Source: an optimization exercise on an open RTL-to-GDS flow (aim: small area). Production flows keep margins and buffers that such runs may drop.
Function was checked by simulation only, so behaviour that the tests miss may differ from the original.
Power figures rest on the tool's default switching activity, not on a simulated workload.

Setup of run A:
==> flow/design.v (excerpt) <==
module hdr_core(
    input  wire       clk,
    input  wire       rst,         
    input  wire       pix_stb,     
    input  wire       animate,     
    input  wire [9:0] x,           
    input  wire [9:0] y,           
    input  wire       btnL,        
    input  wire       btnD,
    input  wire       btnU,
    input  wire       btnR,
    input  wire       pause,       
    output wire [2:0] vgaRed,
    output wire [2:0] vgaGreen,
    output wire [2:0] vgaBlue
    );
For scale: ~0.0083 mm2 of cells after synthesis.
==> flow/config.mk <==
export PLATFORM = sky130hd
export DESIGN_NAME = hdr_core
export DESIGN_NICKNAME = hdr_core
export VERILOG_FILES = /design/flow/design.v
export SDC_FILE = /design/flow/constraint.sdc
export NUM_CORES = 4
export LEC_CHECK = 0
export CAP_MARGIN = 20
export CORE_MARGIN = 2
export CORE_UTILIZATION = 60
export CTS_BUF_LIST = sky130_fd_sc_hd__clkbuf_8
export SLEW_MARGIN = 20
==> flow/constraint.sdc <==
create_clock -name core_clock -period 20.0 [get_ports {clk}]
set_input_delay 4.0000 -clock core_clock [delete_from_list [all_inputs] [get_ports {clk}]]
set_output_delay 4.0000 -clock core_clock [all_outputs]
set_load 0.01 [all_outputs]
standard.sh (not shown) runs the stock make flow with config.mk's settings and CLKGATE_MAP_FILE= SYNTH_SCRIPT=/design/flow/synth_recipe.tcl, a recipe that flattens the netlist after the stock synthesis.
==> flow/flow/run.sh <==
#!/bin/bash
set -euo pipefail
export BUFFER_PORTS_ARGS="-buffer_cell sky130_fd_sc_hd__buf_1"
export CTS_ARGS="-sink_clustering_enable -repair_clock_nets -dont_use_dummy_load -buf_list sky130_fd_sc_hd__clkbuf_8"
bash standard.sh > standard_make.log 2>&1
Changes in run B relative to run A:
==> flow/flow/run.sh <==
#!/bin/bash
# The standard layout (standard.sh) with two changes in how it is made:
# - synthesis maps the logic with an area-oriented ABC script (flow/area.abc) and without
#   the adder-cell extraction; everything else in it is ORFS's and the standard flow's synthesis
#   (synth_recipe.tcl: synth -nofsm -noshare, flatten, rename), so the registers are the same;
# - the port buffers that buffer_ports inserts are the smallest buffer (buf_1).
# The make output goes to standard_make.log; ORFS keeps each step's log under orfs/logs/.
set -euo pipefail
W=$(pwd)
# ORFS's synthesis script, its ABC call given flow/area.abc
sed 's#^  log_cmd abc {\*}$abc_args$#  log_cmd abc {*}[lreplace $abc_args 1 1 '"$W"'/flow/area.abc]#' \
    "$FLOW_HOME/scripts/synth.tcl" > "$W/synth_area.tcl"
grep -q "flow/area.abc" "$W/synth_area.tcl"
# The standard flow's synthesis wrapper around it
sed 's#source $::env(SCRIPTS_DIR)/synth.tcl#source '"$W"'/synth_area.tcl#' "$W/synth_recipe.tcl" > "$W/area_synth.tcl"
grep -q "synth_area.tcl" "$W/area_synth.tcl"
# standard.sh with that synthesis script
S=$(grep -o 'SYNTH_SCRIPT=[^ ]*' "$W/standard.sh")
NEW="$W/area_synth.tcl"
if [[ "$S" == */srcline/synth.tcl ]]; then
  sed "s#$W/synth_recipe.tcl#$W/area_synth.tcl#g" "$W/srcline/synth.tcl" > "$W/srcline_area_synth.tcl"
  NEW="$W/srcline_area_synth.tcl"
fi
sed "s#$S#SYNTH_SCRIPT=$NEW#" "$W/standard.sh" > "$W/area_standard.sh"
grep -q "SYNTH_SCRIPT=$NEW" "$W/area_standard.sh"
export ADDER_MAP_FILE=
export BUFFER_PORTS_ARGS="-buffer_cell sky130_fd_sc_hd__buf_1"
bash "$W/area_standard.sh" > standard_make.log 2>&1
==> flow/flow/area.abc (new file) <==
strash
ifraig
dc2
dch -f
amap
topo
[summary]
Looking at die area, run B sits 0.0028 mm2 below run A. Diff run A -> run B: buffer depth of the longest clock path level; cell area after placement decreased by about 18% relative to the old numbers; number of nets in the layout lost 55. Higher via count was reported by run B, not run A. Run B vs run A: minimum clock period up in run B. Sort run A and run B by pin count of the biggest net entering global routing, ascending, and run B comes first. Total wire length (lower): run B.
## Diff of input files: run C against run B
Settings: CTS_CLUSTER_DIAMETER: unset -> 100; CTS_CLUSTER_SIZE: unset -> 30.
==> flow/run.sh (new file) <==
#!/bin/bash
# synth_recipe.tcl (not shown) runs the flow's synth.tcl, then flattens the netlist and writes it again
# the make line also repeats each setting of config.mk as NAME=value (left out here)
make -C /OpenROAD-flow-scripts/flow DESIGN_CONFIG=/design/flow/config.mk WORK_HOME=/design/flow/orfs CLKGATE_MAP_FILE= SYNTH_SCRIPT=/design/flow/synth_recipe.tcl finish
removed: flow/flow/run.sh
removed: flow/flow/area.abc
removed: flow/standard.sh
### Flow results
Run C ended up with r$_DFF_P_ as its destination of the critical timing path; run B ended up with bl$_DFF_P_. [run C vs run B] first-iteration detailed-routing DRC count: lower in run C. Sort run B and run C by post-layout instance area, descending, and run C comes first. Taking run B as 1.0, run C lands at 1.13 on final HPWL from detailed placement. [compare] base=run B new=run C: post-layout worst setup margin grew by 1110 ps, final critical-path share of the clock period shrank by 5.6 points.
Inputs modified between run C and run D:
Settings: CTS_CLUSTER_DIAMETER removed (was 100); CTS_CLUSTER_SIZE removed (was 30).
==> flow/flow/run.sh (new file) <==
#!/bin/bash
# Standard layout with two changes in how it is made:
# - the port buffers are the smallest buffer (buf_1) instead of the resizer's default pick;
set -euo pipefail
export BUFFER_PORTS_ARGS="-buffer_cell sky130_fd_sc_hd__buf_1"
bash standard.sh > standard_make.log 2>&1
==> flow/standard.sh (new file) <==
#!/bin/bash
# synth_recipe.tcl (not shown) runs the flow's synth.tcl, then flattens the netlist and writes it again
# the make line also repeats each setting of config.mk as NAME=value (left out here)
make -C /OpenROAD-flow-scripts/flow DESIGN_CONFIG=/design/flow/config.mk WORK_HOME=/design/flow/orfs CLKGATE_MAP_FILE= SYNTH_SCRIPT=/design/flow/synth_recipe.tcl "${@:-finish}"
removed: flow/run.sh
### Flow results
- Cmp run D vs run C: worst-case headroom to the max-slew limit lower in run D
- Comparing run D and run C, the higher share of the cycle needed by the critical path after routing was measured on run C.
- Compared run D against run C; required time of the worst setup path within noise.
- Static leakage on run D is down relative to run C.
- The final reports for run D and run C show peak per-stage delay on the critical path lower in the former.
- Run D packs its core more loosely than run C.
- Compared with run C, the detailed router inserted fewer vias in run D.
- Sum of routed wire length over all layers, run D and run C, higher one = run D.
For run E, these inputs were changed with respect to run D:
==> flow/run.sh (new file) <==
#!/bin/bash
# synth_recipe.tcl (not shown) runs the flow's synth.tcl, then flattens the netlist and writes it again
# the make line also repeats each setting of config.mk as NAME=value (left out here)
make -C /OpenROAD-flow-scripts/flow DESIGN_CONFIG=/design/flow/config.mk WORK_HOME=/design/flow/orfs CLKGATE_MAP_FILE= SYNTH_SCRIPT=/design/flow/synth_recipe.tcl finish
removed: flow/flow/run.sh
removed: flow/standard.sh
Findings:
Multi-input logic area of run D is on par with run E.
Taking run D as the reference, in run E final worst-path cycle share grew by 1.0 points, met1 track demand over resource in global routing fell 1.3 points, proportion of power drawn by combinational gates higher.
Run D has a higher sequential share of layout area than run E.
Wire length (run E vs. run D) decreases slightly
No stage failed in run E, and the final checks on the layout all came back clean.
Compared with run D, run E supports a lower clock frequency.
The share of layout cells above drive strength 1 was comparable across run D and run E.
On final cell count, run E tracks run D almost exactly.
Run D consumes less power than run E.
Vias: run E above run D
> inputs changed (run E -> run F)
==> flow/flow/run.sh (new file) <==
#!/bin/bash
# Standard layout with two changes in how it is made:
# - the port buffers are the smallest buffer (buf_1) instead of the resizer's default pick;
# - non-critical gates are downsized after global routing (ORFS RECOVER_POWER).
set -euo pipefail
export BUFFER_PORTS_ARGS="-buffer_cell sky130_fd_sc_hd__buf_1"
export RECOVER_POWER=100
bash standard.sh > standard_make.log 2>&1
==> flow/standard.sh (new file) <==
#!/bin/bash
# synth_recipe.tcl (not shown) runs the flow's synth.tcl, then flattens the netlist and writes it again
# the make line also repeats each setting of config.mk as NAME=value (left out here)
make -C /OpenROAD-flow-scripts/flow DESIGN_CONFIG=/design/flow/config.mk WORK_HOME=/design/flow/orfs CLKGATE_MAP_FILE= SYNTH_SCRIPT=/design/flow/synth_recipe.tcl "${@:-finish}"
removed: flow/run.sh
--- outcome ---
To summarise run F: no stage aborted, but the layout did not pass its checks, failing on capacitance limit, slew limit. Final cell area: run F below run E. Run F ends up with a critical-path maximum fanout that is 19 higher than in run E. ~same number of inserted diodes in run F and run E. Between run F and run E, fraction of the cycle the final worst path needs is lower for run E, run F comes in above that. In the tables for run F and run E, multi-input gate share of total cell area reads higher with run F. Between run E and run F, the flow reports peak supply drop increasing by a few percent.

[static timing again, ports no longer ideal]
Ports are ideal in the flow. The routed layouts listed here were re-timed in OpenROAD.
Step 1 assumes that a clkbuf_16 drives the clock port and a buf_2 every other input.
Step 2, shift: input delay + t, output delay - t, t = (earliest + latest rising clock arrival at the registers) / 2. This alone moves slack from input paths to output paths.
Slacks: no drivers / after step 1 / after step 2; pairs: no drivers / after step 1.
run	shift t [ns]	setup slack, ns	worst hold slack (ns)	worst setup path after step 2
run A	0.399	12.155 / 12.168 / 11.769	0.463 / 0.463 / 0.463	input to register
run B	0.406	10.839 / 10.844 / 10.438	0.457 / 0.457 / 0.457	input to register
run C	0.426	11.951 / 11.963 / 11.537	0.464 / 0.464 / 0.464	input to register
run D	0.419	12.152 / 12.162 / 11.743	0.465 / 0.465 / 0.465	input to register
run E	0.426	11.951 / 11.963 / 11.537	0.464 / 0.464 / 0.464	input to register
run F	0.417	11.750 / 11.766 / 11.349	0.466 / 0.466 / 0.466	input to register
